Source: an optimization exercise on an open RTL-to-GDS flow (aim: a short achievable clock period and few clock cycles). Production flows keep margins and buffers that such runs may drop.
The RTL was checked by simulation tests, not by an equivalence proof against the original design.
Power and IR drop assume default switching activity.

==> flow/design.v <==
module risc_machine(clk, reset, mem_rdata, mem_cmd, mem_addr, mem_wdata, N, V, Z, halt);
  input clk, reset;
  input [15:0] mem_rdata;
  output [1:0] mem_cmd;
  output [8:0] mem_addr;
  output [15:0] mem_wdata;
  output N, V, Z, halt;
  localparam CMD_NONE = 2'b00, CMD_READ = 2'b01, CMD_WRITE = 2'b10;
  localparam C_ALU = 0, C_MOVI = 1, C_MOVR = 2, C_LDR = 3, C_STR = 4,
             C_B = 5, C_BL = 6, C_BX = 7, C_HALT = 8, NC = 9;
  localparam E_IR = 0, E_PC1 = 16, E_PT = 25, E_PK = 34, E_RN = 35, E_RM = 43,
             E_RD = 51, E_WS = 59, E_US = 67, E_CL = 75, E_SH = 84, E_W = 88;
  reg [1:0]  cmd_q;
  reg [8:0]  addr_q;
  reg [15:0] wdata_q;
  reg [8:0]  fetch_pc;           
  reg        f1_v;               
  reg        f2_v;               
  reg [8:0]  f2_pc1, f2_pc2;     
  reg [7:0]  ldb_m, lda_m;       
  reg        halt_q;
  reg        ras_v;              
  reg [8:0]  ras, ras1;
  reg [15:0] fr_q;               
  reg        v_q;
  reg        q_v [0:2];
  reg [E_W-1:0] q [0:2];
  reg [15:0] rf [0:7];
  reg        e_v;
  reg [15:0] e_a, e_b, e_c;      
  reg        e_cin;
  reg        e_and, e_not;       
  reg        e_sf, e_str, e_ldr, e_mem;
  reg [7:0]  e_wm;               
  reg [7:0]  e_lm;               
  assign mem_cmd   = cmd_q;
  assign mem_addr  = addr_q;
  assign mem_wdata = wdata_q;
  assign Z = ~|fr_q;
  assign N = fr_q[15];
  assign V = v_q;
  assign halt = halt_q | halt_now;
  wire [15:0] sum; wire [16:0] cy;
  ksadd #(16) u_add(.a(e_a), .b(e_b), .cin(e_cin), .s(sum), .c(cy));
  wire [15:0] res = e_and ? (e_a & e_b) : (e_not ? e_b : sum);
  wire        ovf = cy[8] ^ cy[7];
  wire [15:0] zx  = (e_a ^ e_b) ^ {(e_a[14:0] | e_b[14:0]), e_cin};
  wire z_new = e_str ? ~|e_c : e_and ? ~|(e_a & e_b) : e_not ? ~|e_b : ~|zx;
  wire n_new = e_str ? e_c[15] : res[15];
  wire v_new = ~e_str & ovf;
  wire ew    = e_v & ~e_sf;      
  wire zf = (e_v & e_sf) ? z_new : ~|fr_q;
  wire nf = (e_v & e_sf) ? n_new : fr_q[15];
  wire vf = (e_v & e_sf) ? v_new : v_q;
  wire [E_W-1:0] h = q[0];
  wire [15:0] ir    = h[E_IR +: 16];
  wire [8:0]  h_pc1 = h[E_PC1 +: 9];
  wire [8:0]  h_pt  = h[E_PT +: 9];
  wire        h_pk  = h[E_PK];
  wire [7:0]  h_rn  = h[E_RN +: 8];
  wire [7:0]  h_rm  = h[E_RM +: 8];
  wire [7:0]  h_rd  = h[E_RD +: 8];
  wire [7:0]  h_ws  = h[E_WS +: 8];
  wire [7:0]  h_us  = h[E_US +: 8];
  wire [NC-1:0] cl  = h[E_CL +: NC];
  wire [3:0]  h_sh  = h[E_SH +: 4];
  reg [15:0] ra, rb, rc;
  integer k;
  always @(*) begin
    ra = 16'd0; rb = 16'd0; rc = 16'd0;
    for (k = 0; k < 8; k = k + 1) begin
      ra = ra | ({16{h_rn[k]}} & rf[k]);
      rb = rb | ({16{h_rm[k]}} & rf[k]);
      rc = rc | ({16{h_rd[k]}} & rf[k]);
    end
  end
  wire wa = e_v & |(h_rn & e_wm), la = |(h_rn & lda_m);
  wire wb = e_v & |(h_rm & e_wm), lb = |(h_rm & lda_m);
  wire wc = e_v & |(h_rd & e_wm), lc = |(h_rd & lda_m);
  wire [15:0] va = wa ? res : la ? mem_rdata : ra;
  wire [15:0] vb = wb ? res : lb ? mem_rdata : rb;
  wire [15:0] vc = wc ? res : lc ? mem_rdata : rc;
  function [15:0] shf(input [15:0] x, input [3:0] s);
    shf = ({16{s[0]}} & x) |
          ({16{s[1]}} & {x[14:0], 1'b0}) |
          ({16{s[2]}} & {1'b0, x[15:1]}) |
          ({16{s[3]}} & {x[15], x[15:1]});
  endfunction
  wire        sub  = cl[C_ALU] & ir[11];
  wire [15:0] bsh  = shf(vb, h_sh) ^ {16{sub}};
  wire [15:0] csh  = shf(vc, h_sh);
  wire [15:0] sx5  = {{11{ir[4]}}, ir[4:0]};
  wire [15:0] sx8  = {{8{ir[7]}}, ir[7:0]};
  wire        use_a = cl[C_ALU] | cl[C_LDR] | cl[C_STR];
  wire [15:0] n_a  = use_a ? va : 16'd0;
  wire [15:0] n_b  = (cl[C_ALU] | cl[C_MOVR]) ? bsh :
                     (cl[C_LDR] | cl[C_STR]) ? sx5 :
                     cl[C_MOVI] ? sx8 : {7'd0, h_pc1};
  wire ld_wait = |(h_us & (ldb_m | (e_v ? e_lm : 8'd0)));
  wire bx_wait = cl[C_BX] & (wc | lc);
  wire h_wait  = cl[C_HALT] & ((e_v & (e_sf | e_mem)) | (cmd_q == CMD_WRITE));
  wire stall   = ld_wait | bx_wait | h_wait;
  wire r_go     = q_v[0] & ~stall & ~halt_q;
  wire halt_now = r_go & cl[C_HALT];
  wire r_mem    = r_go & (cl[C_LDR] | cl[C_STR]);
  reg cond_ok;
  always @(*) begin
    case (ir[10:8])
      3'd0: cond_ok = 1'b1;
      3'd1: cond_ok = zf;
      3'd2: cond_ok = ~zf;
      3'd3: cond_ok = nf ^ vf;
      3'd4: cond_ok = (nf ^ vf) | zf;
      default: cond_ok = 1'b0;
    endcase
  end
  wire        r_taken = cl[C_BL] | (cl[C_B] & cond_ok);
  wire [8:0]  r_tgt   = cl[C_BX] ? rc[8:0] : (r_taken ? h_pt : h_pc1);
  wire        r_mis   = cl[C_BX] ? (~h_pk | (h_pt != rc[8:0])) :
                        ((cl[C_B] | cl[C_BL]) & (r_taken != h_pk));
  wire        flush   = r_go & r_mis;
  wire           s_v0 = r_go ? q_v[1] : q_v[0];
  wire           s_v1 = r_go ? q_v[2] : q_v[1];
  wire           s_v2 = r_go ? 1'b0   : q_v[2];
  wire [E_W-1:0] s_0  = r_go ? q[1] : q[0];
  wire [E_W-1:0] s_1  = r_go ? q[2] : q[1];
  wire [15:0] m = mem_rdata;
  wire [4:0] d_op5  = m[15:11];
  wire [2:0] d_cond = m[10:8];
  wire [8:0] d_sx8  = {m[7], m[7:0]};
  wire d_alu  = m[15:13] == 3'b101;
  wire d_cmp  = d_alu & (m[12:11] == 2'b01);
  wire d_movi = d_op5 == 5'b11010;
  wire d_movr = d_op5 == 5'b11000;
  wire d_ldr  = m[15:13] == 3'b011;
  wire d_str  = m[15:13] == 3'b100;
  wire d_b    = d_op5 == 5'b00100;
  wire d_bl   = d_op5 == 5'b01011;
  wire d_bx   = d_op5 == 5'b01000;
  wire d_halt = m[15:13] == 3'b111;
  wire [7:0] d_rn = 8'd1 << m[10:8];
  wire [7:0] d_rd = 8'd1 << m[7:5];
  wire [7:0] d_rm = 8'd1 << m[2:0];
  wire [3:0] d_sh = 4'd1 << m[4:3];
  wire [7:0] d_ws = ({8{(d_alu & ~d_cmp) | d_movr}} & d_rd) | ({8{d_movi | d_bl}} & d_rn);
  wire [7:0] d_us = ({8{d_alu | d_ldr | d_str | d_movi | d_bl}} & d_rn) |
                    ({8{d_alu | d_movr}} & d_rm) |
                    ({8{d_str | d_bx | d_ldr | d_movr | (d_alu & ~d_cmp)}} & d_rd);
  wire [NC-1:0] d_cl;
  assign d_cl[C_ALU] = d_alu;  assign d_cl[C_MOVI] = d_movi; assign d_cl[C_MOVR] = d_movr;
  assign d_cl[C_LDR] = d_ldr;  assign d_cl[C_STR] = d_str;   assign d_cl[C_B] = d_b;
  assign d_cl[C_BL] = d_bl;    assign d_cl[C_BX] = d_bx;     assign d_cl[C_HALT] = d_halt;
  wire [8:0] d_tgt, d_tgt1;
  wire [9:0] unused_c0, unused_c1;
  ksadd #(9) u_t0(.a(f2_pc1), .b(d_sx8), .cin(1'b0), .s(d_tgt),  .c(unused_c0));
  ksadd #(9) u_t1(.a(f2_pc2), .b(d_sx8), .cin(1'b0), .s(d_tgt1), .c(unused_c1));
  wire d_pk = d_bl | (d_bx & ras_v) |
              (d_b & ((d_cond == 3'd0) | (m[7] & (d_cond <= 3'd4))));
  wire [8:0] d_pt  = d_bx ? ras  : d_tgt;
  wire [8:0] d_pt1 = d_bx ? ras1 : d_tgt1;
  wire arr     = f2_v & ~flush & ~halt_q;
  wire d_redir = arr & d_pk & ~halt_now;
  wire [E_W-1:0] d_ent;
  assign d_ent[E_IR +: 16] = m;
  assign d_ent[E_PC1 +: 9] = f2_pc1;
  assign d_ent[E_PT +: 9]  = d_pt;
  assign d_ent[E_PK]       = d_pk;
  assign d_ent[E_RN +: 8]  = d_rn;
  assign d_ent[E_RM +: 8]  = d_rm;
  assign d_ent[E_RD +: 8]  = d_rd;
  assign d_ent[E_WS +: 8]  = d_ws;
  assign d_ent[E_US +: 8]  = d_us;
  assign d_ent[E_CL +: NC] = d_cl;
  assign d_ent[E_SH +: 4]  = d_sh;
  wire a0 = arr & ~s_v0;
  wire a1 = arr & s_v0 & ~s_v1;
  wire a2 = arr & s_v1 & ~s_v2;
  wire n_v0f = flush ? 1'b0 : (s_v0 | a0);
  wire n_v1f = flush ? 1'b0 : (s_v1 | a1);
  wire n_v2f = flush ? 1'b0 : (s_v2 | a2);
  wire f1_live = f1_v & ~flush & ~d_redir;
  wire room = ~n_v2f & ~(n_v1f & f1_live);
  always @(posedge clk) begin
    if (reset) begin
      cmd_q <= CMD_NONE;
      fetch_pc <= 9'd0;
      f1_v <= 1'b0;
      f2_v <= 1'b0;
      ldb_m <= 8'd0;
      lda_m <= 8'd0;
      halt_q <= 1'b0;
      ras_v <= 1'b0;
      e_v <= 1'b0;
      q_v[0] <= 1'b0; q_v[1] <= 1'b0; q_v[2] <= 1'b0;
    end else begin
      f2_v   <= f1_live;
      f2_pc1 <= addr_q + 9'd1;
      f2_pc2 <= addr_q + 9'd2;
      lda_m  <= ldb_m;
      ldb_m  <= e_v ? e_lm : 8'd0;
      if (halt_now) halt_q <= 1'b1;
      if (arr & d_bl) begin ras_v <= 1'b1; ras <= f2_pc1; ras1 <= f2_pc2; end
      q_v[0] <= n_v0f; q_v[1] <= n_v1f; q_v[2] <= n_v2f;
      e_v <= r_go & ~cl[C_HALT] & (cl[C_ALU] | cl[C_MOVI] | cl[C_MOVR] | cl[C_LDR] | cl[C_STR] | cl[C_BL]);
      f1_v <= 1'b0;
      if (halt_now | halt_q) begin
        cmd_q <= CMD_NONE;
      end else if (e_v & e_mem) begin
        cmd_q   <= e_ldr ? CMD_READ : CMD_WRITE;
        addr_q  <= sum[8:0];
        wdata_q <= e_c;
        if (flush) fetch_pc <= r_tgt;
        else if (d_redir) fetch_pc <= d_pt;
      end else if (flush) begin
        cmd_q <= CMD_READ; addr_q <= r_tgt; fetch_pc <= r_tgt + 9'd1; f1_v <= 1'b1;
      end else if (d_redir & room) begin
        cmd_q <= CMD_READ; addr_q <= d_pt; fetch_pc <= d_pt1; f1_v <= 1'b1;
      end else if (d_redir) begin
        cmd_q <= CMD_NONE; fetch_pc <= d_pt;
      end else if (room) begin
        cmd_q <= CMD_READ; addr_q <= fetch_pc; fetch_pc <= fetch_pc + 9'd1; f1_v <= 1'b1;
      end else begin
        cmd_q <= CMD_NONE;
      end
    end
  end
  always @(posedge clk) begin
    q[0] <= a0 ? d_ent : s_0;
    q[1] <= a1 ? d_ent : s_1;
    q[2] <= a2 ? d_ent : q[2];
    e_a   <= n_a;
    e_b   <= n_b;
    e_c   <= csh;
    e_cin <= sub;
    e_and <= cl[C_ALU] & (ir[12:11] == 2'b10);
    e_not <= cl[C_ALU] & (ir[12:11] == 2'b11);
    e_sf  <= cl[C_ALU] | cl[C_MOVR] | cl[C_LDR] | cl[C_STR];
    e_str <= cl[C_STR];
    e_ldr <= cl[C_LDR];
    e_mem <= cl[C_LDR] | cl[C_STR];
    e_wm  <= h_ws;
    e_lm  <= cl[C_LDR] ? h_rd : 8'd0;
  end
  always @(posedge clk) begin
    if (e_v & e_sf) begin
      fr_q <= e_str ? e_c : res;
      v_q  <= v_new;
    end
  end
  genvar g;
  generate
    for (g = 0; g < 8; g = g + 1) begin : regs
      always @(posedge clk) begin
        if (e_v & e_wm[g]) rf[g] <= res;
        else if (lda_m[g]) rf[g] <= mem_rdata;
      end
    end
  endgenerate
endmodule
module ksadd #(parameter W = 16) (a, b, cin, s, c);
  input  [W-1:0] a, b;
  input          cin;
  output [W-1:0] s;
  output [W:0]   c;
  localparam L = (W <= 2) ? 1 : (W <= 4) ? 2 : (W <= 8) ? 3 : (W <= 16) ? 4 : 5;
  wire [W-1:0] p0 = a ^ b;
  wire [W-1:0] gg [0:L];
  wire [W-1:0] pp [0:L];
  assign gg[0] = (a & b) | {{(W-1){1'b0}}, p0[0] & cin};
  assign pp[0] = p0;
  genvar l, i;
  generate
    for (l = 0; l < L; l = l + 1) begin : lv
      for (i = 0; i < W; i = i + 1) begin : bt
        if (i >= (1 << l)) begin : op
          assign gg[l+1][i] = gg[l][i] | (pp[l][i] & gg[l][i - (1 << l)]);
          assign pp[l+1][i] = pp[l][i] & pp[l][i - (1 << l)];
        end else begin : pass
          assign gg[l+1][i] = gg[l][i];
          assign pp[l+1][i] = pp[l][i];
        end
      end
    end
  endgenerate
  assign c = {gg[L], cin};
  assign s = p0 ^ c[W-1:0];
endmodule
==> flow/run.sh <==
#!/bin/bash
# synth_recipe.tcl (not shown) runs the flow's synth.tcl, then flattens the netlist and writes it again
# the make line also repeats each setting of config.mk as NAME=value (left out here)
make -C /OpenROAD-flow-scripts/flow DESIGN_CONFIG=/design/flow/config.mk WORK_HOME=/design/flow/orfs CLKGATE_MAP_FILE= SYNTH_SCRIPT=/design/flow/synth_recipe.tcl finish
==> flow/config.mk <==
export PLATFORM = sky130hd
export DESIGN_NAME = risc_machine
export DESIGN_NICKNAME = risc_machine
export VERILOG_FILES = /design/flow/design.v
export SDC_FILE = /design/flow/constraint.sdc
export NUM_CORES = 4
export LEC_CHECK = 0
export ABC_CLOCK_PERIOD_IN_PS = 2500
export CAP_MARGIN = 20
export CORE_MARGIN = 2
export CORE_UTILIZATION = 65
export PLACE_DENSITY = 0.75
export SETUP_SLACK_MARGIN = 4.0
export SLEW_MARGIN = 20
==> flow/constraint.sdc <==
create_clock -name core_clock -period 7.0 [get_ports {clk}]
set_input_delay 1.4000 -clock core_clock [delete_from_list [all_inputs] [get_ports {clk}]]
set_output_delay 1.4000 -clock core_clock [all_outputs]
set_load 0.01 [all_outputs]
==> notes.md, run 1 <==
status=stopped before the end; Halt Stage=global routing (5_1_grt); Error=[ERROR GRT-0232] Routing congestion too high. Check the congestion heatmap in the GUI.; RD Place Congestion=1.001; mean post-synth cell area=10.60 um2; synth unique cells=78; initial core utilization=66.06%; prevailing post-synth register cell=edfxtp_1; Rows=77; cell taking the most area after synthesis=edfxtp_1; post-GRT worst EP=q[1][54]$_DFFE_PP_/D; antenna violations before repair=22; Post-DP Area=0.03050 mm2; Bufs on Longest Clock Path=3; Die X=216.2 um; most frequent cell after synthesis=edfxtp_1; category of the worst endpoint=register input; synth top area cells=edfxtp_1 47%, dfxtp_1 7.3%, o21ai_0 5.6%; htree depth=2; total track usage=80.23%; Port Buffers=48; Congestion Overflow GR=7; commonest cells in the netlist=460 x edfxtp_1, 349 x nand2_1, 326 x o21ai_0, 184 x clkbuf_1, 149 x a22oi_1; Mapped Cells=2761; FF+latch count, synth=567; num ports=49; pin count of the biggest net entering global routing=33; Post-Syn Area=0.02927 mm2; Seq/Total Area, Yosys=54.50%; Post-synth ARST share=0%; dpl hpwl=63230 um; number of flops mapped to enable cells by yosys=460; Clock Tree Root=clkbuf_16; post-synth top area share=47.19%; Hold-fix buffers, CTS=0; CTS sink count=567; CTS Buf Count=57; Yosys warnings=6; Synth Net Count=2834; Die Y=216.2 um
power by group through the flow:
stage / Sequential [mW] / Clock [mW] / Combinational, mW
3_3_place_gp: 5.05 / 0 / 4.96
4_1_cts: 4.90 / 3.01 / 7.11
2_1_floorplan: 4.75 / 0 / 3.32
3_5_place_dp: 5.09 / 0 / 5.02
worst min path at each step:
| stage | start | endpoint | slack [ps] | cells after the start |
|---|---|---|---|---|
| floorplan | q[0][59] | e_wm[0] | 320 | 0 |
| global placement | q[0][59] | e_wm[0] | 320 | 0 |
| detailed placement | q[0][62] | e_wm[3] | 330 | 0 |
| CTS | q[0][62] | e_wm[3] | 350 | 0 |
routing by layer:
metal  overflow  track usage (%)
met5          0            49.06
met4          3            76.87
met3          1            69.74
met2          3            91.21
met1          0            81.80
through the flow:
stage | power [mW] | std cells | hold WS [ps] | util [%] | setup slack (ps)
after floorplan | 8.065 | 2761 | 323.3 | - | 1569
after global placement | 10.01 | 3272 | 324.9 | 68.80 | 1346
after detailed placement | 10.11 | 3272 | 334.5 | 68.81 | 1316
after CTS | 15.02 | 3639 | 349.6 | 85.50 | 2861
cell families after synthesis:
kind of cell | Yosys count | share of synthesized area [%]
xor gates and xnor gates | 65 | 1.945
adders and majority gates | 55 | 2.453
buffers and inverters | 330 | 4.334
AOI/OAI and AO/OA | 872 | 19.41
muxes | 168 | 6.244
DFF | 567 | 54.50
and+or+nand+nor | 704 | 11.11
timing repair:
item / CTS
pin swaps: 148
gates resized for setup: 731
setup buffers: 188
endpoints found under the setup margin: 602
gates cloned: 71
Testbench counts, summed over its fixed seeds: cycles 36,814.
==> inputs of run 2 (changes only) <==
--- a/flow/config.mk
+++ b/flow/config.mk
@@ -8,7 +8,6 @@
 export ABC_CLOCK_PERIOD_IN_PS = 2500
 export CAP_MARGIN = 20
 export CORE_MARGIN = 2
-export CORE_UTILIZATION = 65
-export PLACE_DENSITY = 0.75
+export CORE_UTILIZATION = 40
 export SETUP_SLACK_MARGIN = 4.0
 export SLEW_MARGIN = 20
==> run 2 against run 1 <==
  * The run now finishes clean
  * Synthesized area stayed put
  * Synthesized cell count unchanged
==> notes.md, run 2 <==
Rows=99; Critical Path End Type=primary output; Synth-to-Final Area Change=38.42%; worst skew pair latency=670 ps; most frequent cell after synthesis=edfxtp_1; post-synth top area share=47.19%; most frequent cells in the layout=460 x edfxtp_1, 265 x nand2_1, 187 x buf_4; setup TNS=0 ps; routed len/inst=30.27 um; routed vias=26660; Die Y=274.5 um; commonest cells in the netlist=460 x edfxtp_1, 349 x nand2_1, 326 x o21ai_0, 184 x clkbuf_1, 149 x a22oi_1; Layout Skew=29.96 ps; CP Launch Type=register; Worst Tran Pin Value=1252 ps; reg-to-reg startpoint=q[0][51]; first-pass GRT wire length=171500 um; CP arrival=2970 ps; Worst-path clk slew=80 ps; commonest non-fill, non-tap cell in the layout=edfxtp_1; Core ar.=0.07271 mm2; FF+latch count, synth=567; cell mode on critical path=buf_6; dpl hpwl=66560 um; critical path required time=5600 ps; CTS Buf Count=60; DIE AREA=0.07537 mm2; Setup Viol. Count Final=0; Mapped Cells=2761; Largest Register=q; largest registers=q x255, rf x128; num ports=49; unrepaired setup endpoints after global routing=true; Hold Crit Class=reg -> reg; Congestion Overflow GR=0; layout cells sized above 1=34.47%; Bufs on Longest Clock Path=3; crit-path leading delay family=buffers and inverters; worst-path maximum fanout=2; Synth Net Count=2834; Post-synth ARST share=0%; synth top area cells=edfxtp_1 47%, dfxtp_1 7.3%, o21ai_0 5.6%; overall routed net length=124200 um; period utilization=62.49%; routed vias/inst=6.498; mean post-synth cell area=10.60 um2; DRC=0; max incr delay on CP=420 ps; Post-Syn Area=0.02927 mm2; max-slew violation count=0; status=timing/DRC/antenna clean; pin count of the biggest net entering global routing=37; number of flops mapped to enable cells by yosys=460; Hold Crit Start=q[0][59]; Largest register FFs=255; CTS tree=built; Port Buffers=48; drt first pass iters=9; total track usage=31.08%; Max-Cap Viols=0; antenna violations before repair=2; Die X=274.5 um; Slew HR=16.22%; fillcell total=5663; WS Path Type=reg -> out; CTS sink count=567; worst setup path start=q[0][51]; CP max-delay cell=edfxtp_1; Tmin final=4374 ps; RD Place Congestion=0.9717; vias in the first global route=25010; cell taking the most area after synthesis=edfxtp_1; worst-path cell chain=buf_6 -> a22oi_2 -> nand4_1 -> buf_4 -> buf_6 -> buf_12 -> nand2b_4 -> a2111oi_4 -> buf_6 -> a21oi_4 -> inv_2 -> buf_6; prevailing post-synth register cell=edfxtp_1; synth unique cells=78; htree depth=2; Clock Tree Root=clkbuf_16; Pleak=15.58 nW; Seq/Total Area, Yosys=54.50%; initial core utilization=40.26%; crit path buf inv count=7; Peak VDD IR=311.1 uV; final hold violations=0; Peak Freq=228.6 MHz; Min Hold Slack=341.9 ps; Final ANT Viol Nets=0; Power Density=407.8 mW/mm2; Yosys warnings=6; Total Nets Final=3163; drt initial violations=4348
run 2: cell counts after synthesis:
Identical to the previous run, type by type.
run 2: final timing paths:
path	endpoint	slack, ps	cells past startpoint
worst max-delay path	halt	2630	12
worst min register to register	e_wm[0]	340	0
worst min-delay path	e_wm[0]	340	0
worst max register to register	fetch_pc[6]	2660	22
run 2: worst reg2reg max path: stages (launching register included):
cell and delay, ps:
edfxtp_1 420, buf_6 140, a22oi_2 210, nand4_1 190, buf_4 180, buf_6 110, buf_12 120, nand2b_4 140
a2111oi_4 360, buf_6 160, buf_6 110, buf_12 100, mux2i_4 70, or4_4 500, a21oi_4 170, buf_4 130
and3_4 180, buf_4 120, a21oi_4 60, buf_6 190, mux2i_1 140, o211ai_1 270, a41oi_2 130
run 2: metrics by stage:
stage,power (mW),cells,utilization (%),cell area [um2],setup WS [ps]
finish,16.52,4103,55.73,40520,2626
global route,16.98,4099,55.71,40510,2553
CTS,15.28,4015,52.98,38520,2820
detailed placement,10.17,3628,42.46,30870,1673
global placement,10.10,3627,42.44,30860,1789
floorplan,8.065,2761,-,29430,1569
run 2: power by group:
group,internal (mW),switching [mW]
logic,3.51,4.72
clock network,1.79,1.44
registers,4.44,0.625
run 2: logic make-up after synthesis:
| group | Yosys count | share of synthesized area [%] |
|---|---|---|
| flip-flops | 567 | 54.50 |
| AO/OA/AOI/OAI | 872 | 19.41 |
| multiplexers | 168 | 6.244 |
| AND/OR/NAND/NOR | 704 | 11.11 |
| adder cells (fa/ha/maj) | 55 | 2.453 |
| XOR/XNOR | 65 | 1.945 |
| buffers and inverters | 330 | 4.334 |
run 2: what timing repair did:
item                       4_1_cts  5_1_grt
hold buffers                     0        0
setup endpoints to repair      597      601
setup buffers                  197       77
cloned                          79        6
pin swaps                      162      116
gates resized for setup        742      273
run 2: routing by layer:
metal	vias to the layer above	part of all wire, %	track usage [%]
met5	-	0	0.1880
met3	557	12	8.030
met2	2142	44	47.39
met4	0	7.0	16.91
met1	12900	37	40.47
li1	11060	-	-
run 2: final cells by class:
type,count,area [um2],area share [%]
well taps,959,1200,2.961
repair buffers,470,6241,15.40
diodes,5,12.51,0.03088
multi-input cells,1877,14690,36.25
clock buffers,86,1690,4.172
flip-flops and latches,567,16010,39.50
inverters,114,442.9,1.093
clock inverters,25,237.7,0.5867

static timing again, ports no longer ideal:
No port has a modelled driver above. Below, the same layout with a new extraction and two added sets of constraints.
Step 1 (the two cells are an assumption about what drives the block):
set clk [get_ports {clk}]
set_driving_cell -lib_cell sky130_fd_sc_hd__clkbuf_16 $clk
set_driving_cell -lib_cell sky130_fd_sc_hd__buf_2 [delete_from_list [all_inputs] $clk]
Step 2 times the ports against the registers' clock, not the clock port: input delays grow and output delays shrink by t, the midpoint of the rising clock arrivals with the driver on.
a / b / c = ideal ports / drivers / drivers and shift; a / b = the first two.
run: run 2
t, ns: 0.715
setup WS [ns]: 2.626 / 2.570 / 2.151
worst data-port slew with drivers (ns): 0.16
pins driven straight from the clock port: 1
After both steps setup and hold are still met in run 2. The setup slack of run 2 moves by -0.056 ns with the drivers and by -0.475 ns with both steps.
